From an optimization exercise on the open Yosys and OpenROAD flow, aimed at small area, a short achievable clock period and few clock cycles; shortcuts taken in it are not production practice.
No run shown here included a check of the RTL's function; only the layout flow was run.
Power and IR drop assume default switching activity.

==> design/flow/design.v <==
module block (
	input             clk,
	input      [7:0]  a,
	input      [7:0]  b,
	input             first,
	output reg [20:0] acc
);
	reg [15:0] p;
	always @(posedge clk) begin
		p   <= a * b;
		acc <= (first ? 21'd0 : acc) + {5'd0, p};
	end
endmodule
module systolic_array (
	input          clk,
	input  [31:0]  a_word,      
	input  [31:0]  b_word,      
	input  [3:0]   first,       
	output [83:0]  row0,
	output [83:0]  row1,
	output [83:0]  row2,
	output [83:0]  row3
);
	reg [31:0] b1, b2, b3;
	reg [7:0]  a1_0;
	reg [7:0]  a2_0, a2_1;
	reg [7:0]  a3_0, a3_1, a3_2;
	always @(posedge clk) begin
		b1 <= b_word;
		b2 <= b1;
		b3 <= b2;
		a1_0 <= a_word[23:16];
		a2_0 <= a_word[15:8];
		a2_1 <= a2_0;
		a3_0 <= a_word[7:0];
		a3_1 <= a3_0;
		a3_2 <= a3_1;
	end
	wire [7:0]  ar [0:3];
	wire [31:0] br [0:3];
	assign ar[0] = a_word[31:24];
	assign ar[1] = a1_0;
	assign ar[2] = a2_1;
	assign ar[3] = a3_2;
	assign br[0] = b_word;
	assign br[1] = b1;
	assign br[2] = b2;
	assign br[3] = b3;
	wire [83:0] rows [0:3];
	genvar r, c;
	generate
		for (r = 0; r < 4; r = r + 1) begin : g_row
			for (c = 0; c < 4; c = c + 1) begin : g_col
				block P (
					.clk(clk),
					.a(ar[r]),
					.b(br[r][31-8*c -: 8]),
					.first(first[r]),
					.acc(rows[r][83-21*c -: 21])
				);
			end
		end
	endgenerate
	assign row0 = rows[0];
	assign row1 = rows[1];
	assign row2 = rows[2];
	assign row3 = rows[3];
endmodule
module TPU_fsm (
	input             clk,
	input             rst_n,
	input             in_valid,
	input      [7:0]  K,
	input      [7:0]  M,
	input      [7:0]  N,
	output reg        busy,
	output reg [7:0]  A_idx,
	output reg [7:0]  B_idx,
	output reg        fetch_v,      
	output     [3:0]  first_row,    
	output     [3:0]  wr_row,       
	output reg [7:0]  C_idx
);
	reg        act;
	reg [4:0]  k, Km1, Kpm1;
	reg [2:0]  mb, nb, MBm1, NBm1;
	reg [5:0]  Kr, Mr;
	reg [7:0]  abase, bbase;
	reg [5:0]  first_c;    
	reg [6:0]  last_c;
	reg [7:0]  fin_c;
	wire start    = in_valid & ~busy;
	wire tile_end = (k == Kpm1);
	wire mb_end   = (mb == MBm1);
	wire nb_end   = (nb == NBm1);
	reg [4:0]  k_n;
	reg [2:0]  mb_n, nb_n;
	reg [7:0]  a_n, b_n, abase_n, bbase_n;
	always @(*) begin
		k_n = k + 5'd1;
		mb_n = mb;
		nb_n = nb;
		a_n = A_idx + 8'd1;
		b_n = B_idx + 8'd1;
		abase_n = abase;
		bbase_n = bbase;
		if (tile_end) begin
			k_n = 5'd0;
			if (!mb_end) begin
				mb_n = mb + 3'd1;
				abase_n = abase + {2'b0, Kr};
				a_n = abase_n;
				b_n = bbase;
			end else begin
				mb_n = 3'd0;
				nb_n = nb + 3'd1;
				abase_n = 8'd0;
				a_n = 8'd0;
				bbase_n = bbase + {2'b0, Kr};
				b_n = bbase_n;
			end
		end
	end
	wire last_n = (k_n == Km1);
	wire fin_n  = last_n & (mb_n == MBm1) & (nb_n == NBm1);
	wire [4:0] Kin_m1 = K[4:0] - 5'd1;
	always @(posedge clk) begin
		if (!rst_n) begin
			act <= 1'b0;
			busy <= 1'b0;
			fetch_v <= 1'b0;
			first_c[0] <= 1'b0;
			last_c[0] <= 1'b0;
			fin_c[0] <= 1'b0;
		end else if (start) begin
			act <= 1'b1;
			busy <= 1'b1;
			k <= 5'd0;
			mb <= 3'd0;
			nb <= 3'd0;
			Km1 <= Kin_m1;
			Kpm1 <= (K < 8'd4) ? 5'd3 : Kin_m1;
			MBm1 <= (M - 8'd1) >> 2;
			NBm1 <= (N - 8'd1) >> 2;
			Kr <= K[5:0];
			Mr <= M[5:0];
			abase <= 8'd0;
			bbase <= 8'd0;
			A_idx <= 8'd0;
			B_idx <= 8'd0;
			fetch_v <= 1'b1;
			first_c[0] <= 1'b1;
			last_c[0] <= (K == 8'd1);
			fin_c[0] <= (K == 8'd1) & (M <= 8'd4) & (N <= 8'd4);
		end else begin
			if (fin_c[7])
				busy <= 1'b0;
			if (act) begin
				if (tile_end & mb_end & nb_end) begin
					act <= 1'b0;
					fetch_v <= 1'b0;
					first_c[0] <= 1'b0;
					last_c[0] <= 1'b0;
					fin_c[0] <= 1'b0;
				end else begin
					k <= k_n;
					mb <= mb_n;
					nb <= nb_n;
					abase <= abase_n;
					bbase <= bbase_n;
					A_idx <= a_n;
					B_idx <= b_n;
					fetch_v <= (k_n <= Km1);
					first_c[0] <= (k_n == 5'd0);
					last_c[0] <= last_n;
					fin_c[0] <= fin_n;
				end
			end else begin
				fetch_v <= 1'b0;
				first_c[0] <= 1'b0;
				last_c[0] <= 1'b0;
				fin_c[0] <= 1'b0;
			end
		end
	end
	always @(posedge clk) begin
		if (!rst_n) begin
			last_c[6:1] <= 6'd0;
			fin_c[7:1] <= 7'd0;
		end else begin
			last_c[6:1] <= last_c[5:0];
			fin_c[7:1] <= fin_c[6:0];
		end
		first_c[5:1] <= first_c[4:0];
	end
	assign first_row = first_c[5:2];
	assign wr_row    = last_c[6:3];
	reg [7:0] cbn, cbnb;
	reg [2:0] wmb;
	always @(posedge clk) begin
		if (start) begin
			cbn <= 8'd0;
			cbnb <= 8'd0;
			wmb <= 3'd0;
		end else if (last_c[3]) begin
			if (wmb == MBm1) begin
				wmb <= 3'd0;
				cbnb <= cbnb + {2'b0, Mr};
				cbn <= cbnb + {2'b0, Mr};
			end else begin
				wmb <= wmb + 3'd1;
				cbn <= cbn + 8'd4;
			end
		end
		C_idx <= last_c[3] ? cbn : C_idx + 8'd1;
	end
endmodule
module TPU (
	clk,
	rst_n,
	in_valid,
	K,
	M,
	N,
	busy,
	A_index,
	A_data_out,
	B_index,
	B_data_out,
	C_wr_en,
	C_index,
	C_data_in
);
input            clk;
input            rst_n;
input            in_valid;
input  [7:0]     K;
input  [7:0]     M;
input  [7:0]     N;
output           busy;
output [15:0]    A_index;
input  [31:0]    A_data_out;
output [15:0]    B_index;
input  [31:0]    B_data_out;
output reg       C_wr_en;
output [15:0]    C_index;
output [127:0]   C_data_in;
wire [7:0] A_idx, B_idx, C_idx;
wire       fetch_v;
wire [3:0] first_row, wr_row;
TPU_fsm ctrl (
	.clk(clk),
	.rst_n(rst_n),
	.in_valid(in_valid),
	.K(K),
	.M(M),
	.N(N),
	.busy(busy),
	.A_idx(A_idx),
	.B_idx(B_idx),
	.fetch_v(fetch_v),
	.first_row(first_row),
	.wr_row(wr_row),
	.C_idx(C_idx)
);
assign A_index = {8'd0, A_idx};
assign B_index = {8'd0, B_idx};
assign C_index = {8'd0, C_idx};
reg [31:0] a_word, b_word;
always @(posedge clk) begin
	a_word <= fetch_v ? A_data_out : 32'd0;
	b_word <= B_data_out;
end
wire [83:0] row0, row1, row2, row3;
systolic_array sa (
	.clk(clk),
	.a_word(a_word),
	.b_word(b_word),
	.first(first_row),
	.row0(row0),
	.row1(row1),
	.row2(row2),
	.row3(row3)
);
reg [83:0] c_row;
always @(posedge clk) begin
	if (!rst_n)
		C_wr_en <= 1'b0;
	else
		C_wr_en <= |wr_row;
	c_row <= ({84{wr_row[0]}} & row0) | ({84{wr_row[1]}} & row1) |
	         ({84{wr_row[2]}} & row2) | ({84{wr_row[3]}} & row3);
end
assign C_data_in = {11'd0, c_row[83:63], 11'd0, c_row[62:42],
                    11'd0, c_row[41:21], 11'd0, c_row[20:0]};
endmodule
==> design/flow/run.sh <==
#!/bin/bash
# synth_recipe.tcl (not shown) runs the flow's synth.tcl, then flattens the netlist and writes it again
# the make line also repeats each setting of config.mk as NAME=value (left out here)
make -C /OpenROAD-flow-scripts/flow DESIGN_CONFIG=/design/flow/config.mk WORK_HOME=/design/flow/orfs CLKGATE_MAP_FILE= SYNTH_SCRIPT=/design/flow/synth_recipe.tcl finish
==> design/flow/config.mk <==
export PLATFORM = sky130hd
export DESIGN_NAME = TPU
export DESIGN_NICKNAME = TPU
export VERILOG_FILES = /design/flow/design.v
export SDC_FILE = /design/flow/constraint.sdc
export NUM_CORES = 4
export LEC_CHECK = 0
export CAP_MARGIN = 20
export CORE_MARGIN = 2
export CORE_UTILIZATION = 40
export SLEW_MARGIN = 20
==> design/flow/constraint.sdc <==
create_clock -name core_clock -period 10.0 [get_ports {clk}]
set_input_delay 2.0000 -clock core_clock [delete_from_list [all_inputs] [get_ports {clk}]]
set_output_delay 2.0000 -clock core_clock [all_outputs]
set_load 0.01 [all_outputs]
==> results.cfg, run 1 <==
[floorplanning]
die-area_um2 = 188000
fp.coreArea_um2 = 183000
initial_core_util_pct = 40.3
io_pins = 269
die_width_um = 434
num_rows = 157
die_y_um = 434

[sta]
setup_violations = 0
fin_tns_setup_ns = 0
period_minus_slack_ns = 5.34
relSlewSlack_pct = 44.6
rsz0062_at_grt = no
period_share_pct = 53.4
worstMarginPinSlew_ns = 0.831
slew_viol_final = 0
skew_ns = 0.0734
max_freq_mhz = 187
hold_viol = 0

[worst_setup_path]
path_cells = buf_4, and2_1, fa_1, fa_1, fa_1, inv_1, fa_1, inv_1, ha_1, or3_1, o21ai_0, a21oi_1, and4_1, a2111oi_1, a21oi_1, xnor2_1
critPathKind = register to register
crit_required_ns = 10.69
cp-end-kind = register
cp_max_fo = 17
timing.critical_path.mode_cell = fa_1
critPathLaunchType = register
crit_arrival_ns = 6.03
cpMaxStageDelayCell = dfxtp_1
slowest_delay_ns = 0.76

[run_status]
status = no timing/DRC/antenna violations

[clock_network]
clock_sinks = 1007
cts_hold_buf = 0
numCtsBuffers = 117
cts_setup_buffers = 0
cts_max_path_buffers = 3
htreeDepth = 3
cts_resized = 0
cts_tree = done
insertion_delay_ns = 0.80
cts_root_buffer = clkbuf_16
clk_transition_reported_paths_ns = 0.06

[synth]
synth_area_um2 = 74000
async_reset_ff_share_pct = 0
ys_seq_area_share_pct = 28.2
synth_top_area_share_pct = 25.3
synthCells = 7808
synth_top_cell_by_area = dfxtp_1
yosys.cell_types.count = 86
ys_ff_latch = 1007
synth-main-ff-cell = dfxtp_1
ys_top_cells_by_area = dfxtp_1, fa_1, ha_1
yosysWarnings = 4
synth_edf_count = 71
avgSynthCellArea_um2 = 9.48

[power_and_ir_drop]
peakVddDrop_mv = 0.159
cellLeakagePower_nw = 40.4
pwr_density_cell_nw_per_um2 = 192
p_total_mw = 15.9

[placement]
place.gp.congestion = 0.876
dp_hpwl_mm = 143
port_buffers = 200

[finish]
final_common_cell = inv_1
syn_to_final_growth_pct = 11.9
layout.nets = 9525
drive_above_1_share_pct = 3.98
final_cell_mix = inv_1, dfxtp_1, and2_1
fillCellCount = 17600

[detailed_routing]
wl_mm = 187
viasPerCell = 5.05
route.detailed.drc = 0
drt_first_pass_iters = 5
vias = 53300
wl_per_cell_um = 17.7
drt-initial-drc-count = 3203
postRouteAntennaNets = 0

[global_route]
grt_max_degree = 66
antenna_found_initial = 7
gr-total-overflow = 0
grt_usage_pct = 20.0
grt_pass1_wl_mm = 298
grt_pass1_vias = 54500

[hold_path]
hp-class = register to register

[run]
timing.max_cap.violations = 0
[path summary, 6_finish.rpt]
check | slack [ns] | cells after the start | from | to
min reg2reg | 0.32 | 0 | a_word[13] | sa.a2_0[5]
min | 0.32 | 0 | a_word[13] | sa.a2_0[5]
max | 4.66 | 16 | sa.a1_0[5] | sa.g_row[1].g_col[3].P.p[15]
max reg2reg | 4.66 | 16 | sa.a1_0[5] | sa.g_row[1].g_col[3].P.p[15]
[state kept, by name, summed over array words and instances, names as in the netlist, 8 cells and up]
| signal | cells |
|---|---|
| sa.g_row.g_col.P.acc | 336 |
| sa.g_row.g_col.P.p | 256 |
| c_row | 84 |
| a_word | 32 |
| b_word | 32 |
| sa.b1 | 32 |
| sa.b2 | 32 |
| sa.b3 | 32 |
| ctrl.A_idx | 8 |
| ctrl.B_idx | 8 |
| ctrl.C_idx | 8 |
| ctrl.abase | 8 |
| ctrl.bbase | 8 |
| ctrl.cbn | 8 |
| ctrl.cbnb | 8 |
| ctrl.fin_c | 8 |
| sa.a1_0 | 8 |
| sa.a2_0 | 8 |
| sa.a2_1 | 8 |
| sa.a3_0 | 8 |
| sa.a3_1 | 8 |
| sa.a3_2 | 8 |
[area by class of cell]
class	instances	area [um2]	area share, %
antenna	7	17.5	0.0212
clock buffer	171	3490	4.21
clock inverter	49	800	0.966
inverter	976	3660	4.43
multi-input combinational	5624	48400	58.5
sequential	1007	20900	25.3
tap	2464	3080	3.72
timing repair buffer	248	2370	2.86
[cell usage after synthesis (all sizes together), types with 119 or more instances]
| cell | number |
|---|---|
| a21o | 138 |
| a21oi | 360 |
| a22oi | 171 |
| and2 | 893 |
| clkbuf | 190 |
| dfxtp | 936 |
| fa | 595 |
| ha | 865 |
| inv | 975 |
| nand2 | 440 |
| nor2 | 307 |
| nor2b | 328 |
| o21ai | 188 |
| xnor2 | 383 |
| xor2 | 119 |
[power by group]
part	internal (mW)	switching (mW)	leakage [nW]	total (mW)
clock	2.80	1.88	2.09	4.68
sequential	4.98	0.669	8.43	5.65
combinational	2.59	2.98	29.9	5.57
total	10.4	5.54	40.4	15.9
[per-layer routing]
metal	share of wire, %	GRT usage (%)	routed length [um]
met5	0	0	0
met4	3.1	6.26	5810
met3	4.7	2.40	8860
met2	46	32.9	86700
met1	46	27.4	85600
[metrics by stage]
| step | setup slack, ns | instances | hold WS [ns] | util (%) | cell area [um2] |
|---|---|---|---|---|---|
| after floorplan | 5.41 | 7875 | 0.310 | - | 74200 |
| after global placement | 4.70 | 10300 | 0.313 | 42.8 | 78400 |
| after detailed placement | 4.60 | 10300 | 0.312 | 42.8 | 78500 |
| after CTS | 4.61 | 10500 | 0.325 | 45.1 | 82700 |
| after global routing | 4.34 | 10500 | 0.328 | 45.1 | 82700 |
| final | 4.66 | 10500 | 0.323 | 45.1 | 82800 |
[critical path: cells and delay by family (launching register included)]
kind	cells	cell delay, ns
xor gates and xnor gates	1	0.16
AOI/OAI and AO/OA	4	0.88
buffers and inverters	3	0.42
DFF	1	0.76
adders and majority gates	5	2.27
and+or+nand+nor	3	0.77
[kinds of logic after synthesis]
| logic type | synth area share (%) |
|---|---|
| other cells | 0.00507 |
| fa+ha+maj | 30.7 |
| compound gates | 10.7 |
| simple gates | 17.6 |
| mux | 0.240 |
| flops | 28.2 |
| buf+inv | 6.66 |
| xor+xnor | 5.94 |
==> run 2: changes to the inputs <==
--- a/design/flow/design.v
+++ b/design/flow/design.v
@@ -7,7 +7,236 @@
 );
-	reg [15:0] p;
-	always @(posedge clk) begin
-		p   <= a * b;
-		acc <= (first ? 21'd0 : acc) + {5'd0, p};
-	end
+	wire [63:0] pp;
+	wire [20:0] ai = first ? 21'd0 : acc;
+	genvar i;
+	generate for (i = 0; i < 64; i = i + 1) begin : g_pp
+		assign pp[i] = a[i / 8] & b[i % 8];
+	end endgenerate
+	wire s0;
+	wire c0;
+	wire s1;
+	wire c1;
+	wire s2;
+	wire c2;
+	wire s3;
+	wire c3;
+	wire s4;
+	wire c4;
+	wire s5;
+	wire c5;
+	wire s6;
+	wire c6;
+	wire s7;
+	wire c7;
+	wire s8;
+	wire c8;
+	wire s9;
+	wire c9;
+	wire s10;
+	wire c10;
+	wire s11;
+	wire c11;
+	wire s12;
+	wire c12;
+	wire s13;
+	wire c13;
+	wire s14;
+	wire c14;
+	wire s15;
+	wire c15;
+	wire s16;
+	wire c16;
+	wire s17;
+	wire c17;
+	wire s18;
+	wire c18;
+	wire s19;
+	wire c19;
+	wire s20;
+	wire c20;
+	wire s21;
+	wire c21;
+	wire s22;
+	wire c22;
+	wire s23;
+	wire c23;
+	wire s24;
+	wire c24;
+	wire s25;
+	wire c25;
+	wire s26;
+	wire c26;
+	wire s27;
+	wire c27;
+	wire s28;
+	wire c28;
+	wire s29;
+	wire c29;
+	wire s30;
+	wire c30;
+	wire s31;
+	wire c31;
+	wire s32;
+	wire c32;
+	wire s33;
+	wire c33;
+	wire s34;
+	wire c34;
+	wire s35;
+	wire c35;
+	wire s36;
+	wire c36;
+	wire s37;
+	wire c37;
+	wire s38;
+	wire c38;
+	wire s39;
+	wire c39;
+	wire s40;
+	wire c40;
+	wire s41;
+	wire c41;
+	wire s42;
+	wire c42;
+	wire s43;
+	wire c43;
+	wire s44;
+	wire c44;
+	wire s45;
+	wire c45;
+	wire s46;
+	wire c46;
+	wire s47;
+	wire c47;
+	wire s48;
+	wire c48;
+	wire s49;
+	wire c49;
+	wire s50;
+	wire c50;
+	wire s51;
+	wire c51;
+	wire s52;
+	wire c52;
+	wire s53;
+	wire c53;
+	wire s54;
+	wire c54;
+	wire s55;
+	wire c55;
+	assign s0 = pp[5] ^ pp[12];
+	assign c0 = pp[5] & pp[12];
+	assign s1 = pp[6] ^ pp[13] ^ pp[20];
+	assign c1 = (pp[6] & pp[13]) | (pp[6] & pp[20]) | (pp[13] & pp[20]);
+	assign s2 = pp[27] ^ pp[34];
+	assign c2 = pp[27] & pp[34];
+	assign s3 = pp[7] ^ pp[14] ^ pp[21];
+	assign c3 = (pp[7] & pp[14]) | (pp[7] & pp[21]) | (pp[14] & pp[21]);
+	assign s4 = pp[28] ^ pp[35] ^ pp[42];
+	assign c4 = (pp[28] & pp[35]) | (pp[28] & pp[42]) | (pp[35] & pp[42]);
+	assign s5 = pp[49] ^ pp[56];
+	assign c5 = pp[49] & pp[56];
+	assign s6 = pp[15] ^ pp[22] ^ pp[29];
+	assign c6 = (pp[15] & pp[22]) | (pp[15] & pp[29]) | (pp[22] & pp[29]);
+	assign s7 = pp[36] ^ pp[43] ^ pp[50];
+	assign c7 = (pp[36] & pp[43]) | (pp[36] & pp[50]) | (pp[43] & pp[50]);
+	assign s8 = pp[57] ^ ai[8];
+	assign c8 = pp[57] & ai[8];
+	assign s9 = pp[23] ^ pp[30] ^ pp[37];
+	assign c9 = (pp[23] & pp[30]) | (pp[23] & pp[37]) | (pp[30] & pp[37]);
+	assign s10 = pp[44] ^ pp[51] ^ pp[58];
+	assign c10 = (pp[44] & pp[51]) | (pp[44] & pp[58]) | (pp[51] & pp[58]);
+	assign s11 = pp[31] ^ pp[38] ^ pp[45];
+	assign c11 = (pp[31] & pp[38]) | (pp[31] & pp[45]) | (pp[38] & pp[45]);
+	assign s12 = pp[3] ^ pp[10];
+	assign c12 = pp[3] & pp[10];
+	assign s13 = pp[4] ^ pp[11] ^ pp[18];
+	assign c13 = (pp[4] & pp[11]) | (pp[4] & pp[18]) | (pp[11] & pp[18]);
+	assign s14 = pp[25] ^ pp[32];
+	assign c14 = pp[25] & pp[32];
+	assign s15 = pp[19] ^ pp[26] ^ pp[33];
+	assign c15 = (pp[19] & pp[26]) | (pp[19] & pp[33]) | (pp[26] & pp[33]);
+	assign s16 = pp[40] ^ ai[5] ^ s0;
+	assign c16 = (pp[40] & ai[5]) | (pp[40] & s0) | (ai[5] & s0);
+	assign s17 = pp[41] ^ pp[48] ^ ai[6];
+	assign c17 = (pp[41] & pp[48]) | (pp[41] & ai[6]) | (pp[48] & ai[6]);
+	assign s18 = s1 ^ s2 ^ c0;
+	assign c18 = (s1 & s2) | (s1 & c0) | (s2 & c0);
+	assign s19 = ai[7] ^ s3 ^ s4;
+	assign c19 = (ai[7] & s3) | (ai[7] & s4) | (s3 & s4);
+	assign s20 = s5 ^ c1 ^ c2;
+	assign c20 = (s5 & c1) | (s5 & c2) | (c1 & c2);
+	assign s21 = s6 ^ s7 ^ s8;
+	assign c21 = (s6 & s7) | (s6 & s8) | (s7 & s8);
+	assign s22 = c3 ^ c4 ^ c5;
+	assign c22 = (c3 & c4) | (c3 & c5) | (c4 & c5);
+	assign s23 = ai[9] ^ s9 ^ s10;
+	assign c23 = (ai[9] & s9) | (ai[9] & s10) | (s9 & s10);
+	assign s24 = c6 ^ c7 ^ c8;
+	assign c24 = (c6 & c7) | (c6 & c8) | (c7 & c8);
+	assign s25 = pp[52] ^ pp[59] ^ ai[10];
+	assign c25 = (pp[52] & pp[59]) | (pp[52] & ai[10]) | (pp[59] & ai[10]);
+	assign s26 = s11 ^ c9 ^ c10;
+	assign c26 = (s11 & c9) | (s11 & c10) | (c9 & c10);
+	assign s27 = pp[39] ^ pp[46] ^ pp[53];
+	assign c27 = (pp[39] & pp[46]) | (pp[39] & pp[53]) | (pp[46] & pp[53]);
+	assign s28 = pp[60] ^ ai[11] ^ c11;
+	assign c28 = (pp[60] & ai[11]) | (pp[60] & c11) | (ai[11] & c11);
+	assign s29 = pp[47] ^ pp[54] ^ pp[61];
+	assign c29 = (pp[47] & pp[54]) | (pp[47] & pp[61]) | (pp[54] & pp[61]);
+	assign s30 = pp[2] ^ pp[9];
+	assign c30 = pp[2] & pp[9];
+	assign s31 = pp[17] ^ pp[24] ^ ai[3];
+	assign c31 = (pp[17] & pp[24]) | (pp[17] & ai[3]) | (pp[24] & ai[3]);
+	assign s32 = ai[4] ^ s13 ^ s14;
+	assign c32 = (ai[4] & s13) | (ai[4] & s14) | (s13 & s14);
+	assign s33 = s15 ^ s16 ^ c13;
+	assign c33 = (s15 & s16) | (s15 & c13) | (s16 & c13);
+	assign s34 = s17 ^ s18 ^ c15;
+	assign c34 = (s17 & s18) | (s17 & c15) | (s18 & c15);
+	assign s35 = s19 ^ s20 ^ c17;
+	assign c35 = (s19 & s20) | (s19 & c17) | (s20 & c17);
+	assign s36 = s21 ^ s22 ^ c19;
+	assign c36 = (s21 & s22) | (s21 & c19) | (s22 & c19);
+	assign s37 = s23 ^ s24 ^ c21;
+	assign c37 = (s23 & s24) | (s23 & c21) | (s24 & c21);
+	assign s38 = s25 ^ s26 ^ c23;
+	assign c38 = (s25 & s26) | (s25 & c23) | (s26 & c23);
+	assign s39 = s27 ^ s28 ^ c25;
+	assign c39 = (s27 & s28) | (s27 & c25) | (s28 & c25);
+	assign s40 = ai[12] ^ s29 ^ c27;
+	assign c40 = (ai[12] & s29) | (ai[12] & c27) | (s29 & c27);
+	assign s41 = pp[55] ^ pp[62] ^ ai[13];
+	assign c41 = (pp[55] & pp[62]) | (pp[55] & ai[13]) | (pp[62] & ai[13]);
+	assign s42 = pp[1] ^ pp[8];
+	assign c42 = pp[1] & pp[8];
+	assign s43 = pp[16] ^ ai[2] ^ s30;
+	assign c43 = (pp[16] & ai[2]) | (pp[16] & s30) | (ai[2] & s30);
+	assign s44 = s12 ^ s31 ^ c30;
+	assign c44 = (s12 & s31) | (s12 & c30) | (s31 & c30);
+	assign s45 = c12 ^ s32 ^ c31;
+	assign c45 = (c12 & s32) | (c12 & c31) | (s32 & c31);
+	assign s46 = c14 ^ s33 ^ c32;
+	assign c46 = (c14 & s33) | (c14 & c32) | (s33 & c32);
+	assign s47 = c16 ^ s34 ^ c33;
+	assign c47 = (c16 & s34) | (c16 & c33) | (s34 & c33);
+	assign s48 = c18 ^ s35 ^ c34;
+	assign c48 = (c18 & s35) | (c18 & c34) | (s35 & c34);
+	assign s49 = c20 ^ s36 ^ c35;
+	assign c49 = (c20 & s36) | (c20 & c35) | (s36 & c35);
+	assign s50 = c22 ^ s37 ^ c36;
+	assign c50 = (c22 & s37) | (c22 & c36) | (s37 & c36);
+	assign s51 = c24 ^ s38 ^ c37;
+	assign c51 = (c24 & s38) | (c24 & c37) | (s38 & c37);
+	assign s52 = c26 ^ s39 ^ c38;
+	assign c52 = (c26 & s39) | (c26 & c38) | (s39 & c38);
+	assign s53 = c28 ^ s40 ^ c39;
+	assign c53 = (c28 & s40) | (c28 & c39) | (s40 & c39);
+	assign s54 = c29 ^ s41 ^ c40;
+	assign c54 = (c29 & s41) | (c29 & c40) | (s41 & c40);
+	assign s55 = pp[63] ^ ai[14] ^ c41;
+	assign c55 = (pp[63] & ai[14]) | (pp[63] & c41) | (ai[14] & c41);
+	wire [20:0] x = {ai[20], ai[19], ai[18], ai[17], ai[16], ai[15], s55, s54, s53, s52, s51, s50, s49, s48, s47, s46, s45, s44, s43, ai[1], pp[0]};
+	wire [20:0] y = {1'b0, 1'b0, 1'b0, 1'b0, 1'b0, c55, c54, c53, c52, c51, c50, c49, c48, c47, c46, c45, c44, c43, c42, s42, ai[0]};
+	always @(posedge clk)
+		acc <= x + y;
 endmodule
@@ -88,5 +317,5 @@
 	reg [7:0]  abase, bbase;
-	reg [5:0]  first_c;    
-	reg [6:0]  last_c;
-	reg [7:0]  fin_c;
+	reg [4:0]  first_c;    
+	reg [5:0]  last_c;
+	reg [6:0]  fin_c;
 	wire start    = in_valid & ~busy;
@@ -155,3 +384,3 @@
 		end else begin
-			if (fin_c[7])
+			if (fin_c[6])
 				busy <= 1'b0;
@@ -187,12 +416,12 @@
 		if (!rst_n) begin
-			last_c[6:1] <= 6'd0;
-			fin_c[7:1] <= 7'd0;
+			last_c[5:1] <= 5'd0;
+			fin_c[6:1] <= 6'd0;
 		end else begin
-			last_c[6:1] <= last_c[5:0];
-			fin_c[7:1] <= fin_c[6:0];
+			last_c[5:1] <= last_c[4:0];
+			fin_c[6:1] <= fin_c[5:0];
 		end
-		first_c[5:1] <= first_c[4:0];
+		first_c[4:1] <= first_c[3:0];
 	end
-	assign first_row = first_c[5:2];
-	assign wr_row    = last_c[6:3];
+	assign first_row = first_c[4:1];
+	assign wr_row    = last_c[5:2];
 	reg [7:0] cbn, cbnb;
@@ -204,3 +433,3 @@
 			wmb <= 3'd0;
-		end else if (last_c[3]) begin
+		end else if (last_c[2]) begin
 			if (wmb == MBm1) begin
@@ -214,3 +443,3 @@
 		end
-		C_idx <= last_c[3] ? cbn : C_idx + 8'd1;
+		C_idx <= last_c[2] ? cbn : C_idx + 8'd1;
 	end
--- a/design/flow/config.mk
+++ b/design/flow/config.mk
@@ -7,2 +7,3 @@
 export LEC_CHECK = 0
+export ABC_CLOCK_PERIOD_IN_PS = 3000
 export CAP_MARGIN = 20
@@ -10,2 +11,3 @@
 export CORE_UTILIZATION = 40
+export SETUP_SLACK_MARGIN = 5
 export SLEW_MARGIN = 20
==> run 2 against run 1 <==
  * Sequential cell count decreased by 259
  * Still clean on timing, DRC and antenna
  * Synthesized area shrank 18%
  * Fmax rose by 11%
  * Utilization increased by 0.43 points
  * Combinational power is 36% higher
  * Die area down 17%
  * Wire length shrank 11%
==> results.cfg, run 2 <==
[finish]
top_regs = sa.g_row.g_col.P.acc x336, c_row x84
largest_reg_flops = 336
layout.nets = 7902
drive_above_1_share_pct = 4.75
design_area_um2 = 69000
syn_to_final_growth_pct = 13.2
multi_input_area_um2 = 41300
final_common_cell = inv_1
final_cell_mix = inv_1, fa_1, nand2_1
regArea_um2 = 15800
fillCellCount = 14500
top_register = sa.g_row.g_col.P.acc
final_core_util_pct = 45.5

[placement]
dp_hpwl_mm = 121
port_buffers = 200
placed_area_um2 = 64900
place.gp.congestion = 0.862

[floorplanning]
fp.coreArea_um2 = 152000
die_width_um = 394
num_rows = 143
io_pins = 269
die_y_um = 394
initial_core_util_pct = 40.2
die-area_um2 = 156000

[synth]
yosysWarnings = 4
synth_top_cell_by_area = fa_1
synth_top_area_share_pct = 25.8
synth_edf_count = 71
ys_top_cells_by_area = fa_1, dfxtp_1, ha_1
synthCells = 6451
ys_ff_latch = 748
synth-main-ff-cell = dfxtp_1
yosysMostFrequentCell = inv_1
ys_seq_area_share_pct = 25.7
async_reset_ff_share_pct = 0
avgSynthCellArea_um2 = 9.45
synth_common_cells = inv_1, fa_1, nand2_1, dfxtp_1, and2_1
yosys.cell_types.count = 82
synth_area_um2 = 61000

[sta]
slew_viol_final = 0
skew_ns = 0.0541
rsz0062_at_grt = yes
period_minus_slack_ns = 4.82
relSlewSlack_pct = 36.4
hold_viol = 0
setup_violations = 0
worstMarginPinSlew_ns = 0.954
period_share_pct = 48.2
max_freq_mhz = 207
fin_tns_setup_ns = 0

[worst_setup_path]
critPathLaunchType = register
crit_arrival_ns = 5.40
endpoint = sa.g_row[3].g_col[0].P.acc[20]
cpMaxStageDelayCell = fa_1
crit_family = adder cells
cp_max_fo = 24
startpoint = sa.a3_2[1]
cp-end-kind = register
r2r_slack_ns = 5.18
crit_required_ns = 10.57
crit_cells = 15
critPathKind = register to register
reg2reg_from = sa.a3_2[1]
reg2reg_depth = 15
slowest_delay_ns = 0.55
r2r-end = sa.g_row[3].g_col[0].P.acc[20]
path_cells = buf_12, and2_1, fa_1, fa_1, inv_1, fa_1, fa_1, inv_1, ha_1, and3_1, a31o_2, a221o_1, nand3_2, a21oi_1, mux2_4
crit_buf_inv = 3
timing.critical_path.mode_cell = fa_1

[power_and_ir_drop]
cellLeakagePower_nw = 31.9
pwr_density_cell_nw_per_um2 = 225
peakVddDrop_mv = 0.152

[clock_network]
cts_root_buffer = clkbuf_16
cts_tree = done
insertion_delay_ns = 0.74
clock_sinks = 748
cts_max_path_buffers = 3
htreeDepth = 3
cts_hold_buf = 0
clk_transition_reported_paths_ns = 0.06
numCtsBuffers = 91

[detailed_routing]
postRouteAntennaNets = 0
drt-initial-drc-count = 2772
wl_mm = 166
drt_first_pass_iters = 5
vias = 44800
route.detailed.drc = 0
viasPerCell = 5.14
wl_per_cell_um = 19.0

[global_route]
top_usage_layer = met2
antenna_found_initial = 6
grt_use_met2_pct = 31.8
grt_max_degree = 67
met3_usage_pct = 3.38
grt_pass1_wl_mm = 260
met1_usage_pct = 31.6
grt_pass1_vias = 46100
grt_usage_pct = 21.2
gr-total-overflow = 0

[run_status]
status = no timing/DRC/antenna violations

[run]
timing.max_cap.violations = 0

[hold_path]
hp-class = register to register
## run 2: changes by cell type in the layout (fill, tap and decap cells not counted), sizes merged, moves of 51 or more
cell,delta
a21oi,-122
and2,-283
dfxtp,-259
fa,+192
ha,-448
inv,-132
nand2,+288
nor2b,-119
o21ai,-51
xnor2,-169
## run 2: cell families after synthesis
logic type	count (synthesis)	synth area share (%)
and+or+nand+nor	2141	17.8
adders and majority gates	1204	34.4
buffers and inverters	1110	7.26
AOI/OAI and AO/OA	900	9.78
DFF	748	25.7
xor gates and xnor gates	333	4.78
muxes	14	0.242
other	1	0.00615
## run 2: power breakdown
part | internal [mW] | switching (mW) | leakage, nW | total, mW
Clock | 2.10 | 1.44 | 1.59 | 3.54
Sequential | 3.77 | 0.688 | 6.30 | 4.46
Combinational | 3.35 | 4.21 | 24.0 | 7.56
Total | 9.22 | 6.33 | 31.9 | 15.6
## run 2: what timing repair did
action | in CTS | in global routing
pin swaps | 2 | 10
buffers inserted | 1 | 7
gates resized for setup | 58 | 113
endpoints found under the setup margin | 85 | 81
cloned | 1 | 8
## run 2: final cells by class
class                           count  share of cell area [%]
Timing Repair Buffer              264                    4.38
Inverter                          842                    4.58
Sequential cell                   748                    22.8
Antenna cell                        4                  0.0145
Tap cell                         2030                    3.68
Clock buffer                      125                    3.90
Multi-Input combinational cell   4660                    59.8
Clock inverter                     41                   0.756
## run 2: worst min path at each step
stage | start | endpoint | slack [ns] | cells past startpoint
3_3_place_gp | a_word[1] | sa.a3_0[1] | 0.31 | 0
4_1_cts | a_word[13] | sa.a2_0[5] | 0.31 | 0
6_report | a_word[13] | sa.a2_0[5] | 0.31 | 0
3_5_place_dp | sa.a3_0[2] | sa.a3_1[2] | 0.31 | 0
5_1_grt | a_word[13] | sa.a2_0[5] | 0.33 | 0
2_1_floorplan | ctrl.first_c[0] | ctrl.first_c[1] | 0.31 | 0
## run 2: per-layer routing
metal | part of all wire [%] | up-vias
li1 | - | 20800
met1 | 48 | 22600
met2 | 43 | 1181
met3 | 6.7 | 202
met4 | 2.1 | 0
met5 | 0 | -
## run 2: per-stage QoR
stage | hold WS [ns] | total power, mW | setup WS (ns) | instances
3_3_place_gp | 0.310 | 11.7 | 4.50 | 8527
2_1_floorplan | 0.310 | 10.0 | 5.08 | 6518
6_report | 0.313 | 15.6 | 5.18 | 8714
4_1_cts | 0.309 | 15.5 | 4.96 | 8695
5_1_grt | 0.330 | 16.9 | 4.91 | 8710
3_5_place_dp | 0.312 | 11.8 | 4.42 | 8527

-- what the ideal ports hide --
No port has a modelled driver above. Below, the same layouts with a new extraction and two added sets of constraints. Step 1 (the two cells are an assumption about what drives the block):
set clk [get_ports {clk}]
set_driving_cell -lib_cell sky130_fd_sc_hd__clkbuf_16 $clk
set_driving_cell -lib_cell sky130_fd_sc_hd__buf_2 [delete_from_list [all_inputs] $clk]
Step 2 moves the port delays by t, midway between the first and last clock arrival at a register: inputs arrive t later, outputs are due t later. That takes back most of the time a late clock gives input paths. Slacks: ideal ports / drivers / drivers and shift; pairs: ideal ports / drivers.
run	t (ns)	slack for setup (ns)	cell pins on the clock port's net
run 1	0.849	4.656 / 4.656 / 4.656	1
run 2	0.790	5.178 / 5.178 / 5.178	1
After both steps setup and hold are still met in every run listed.
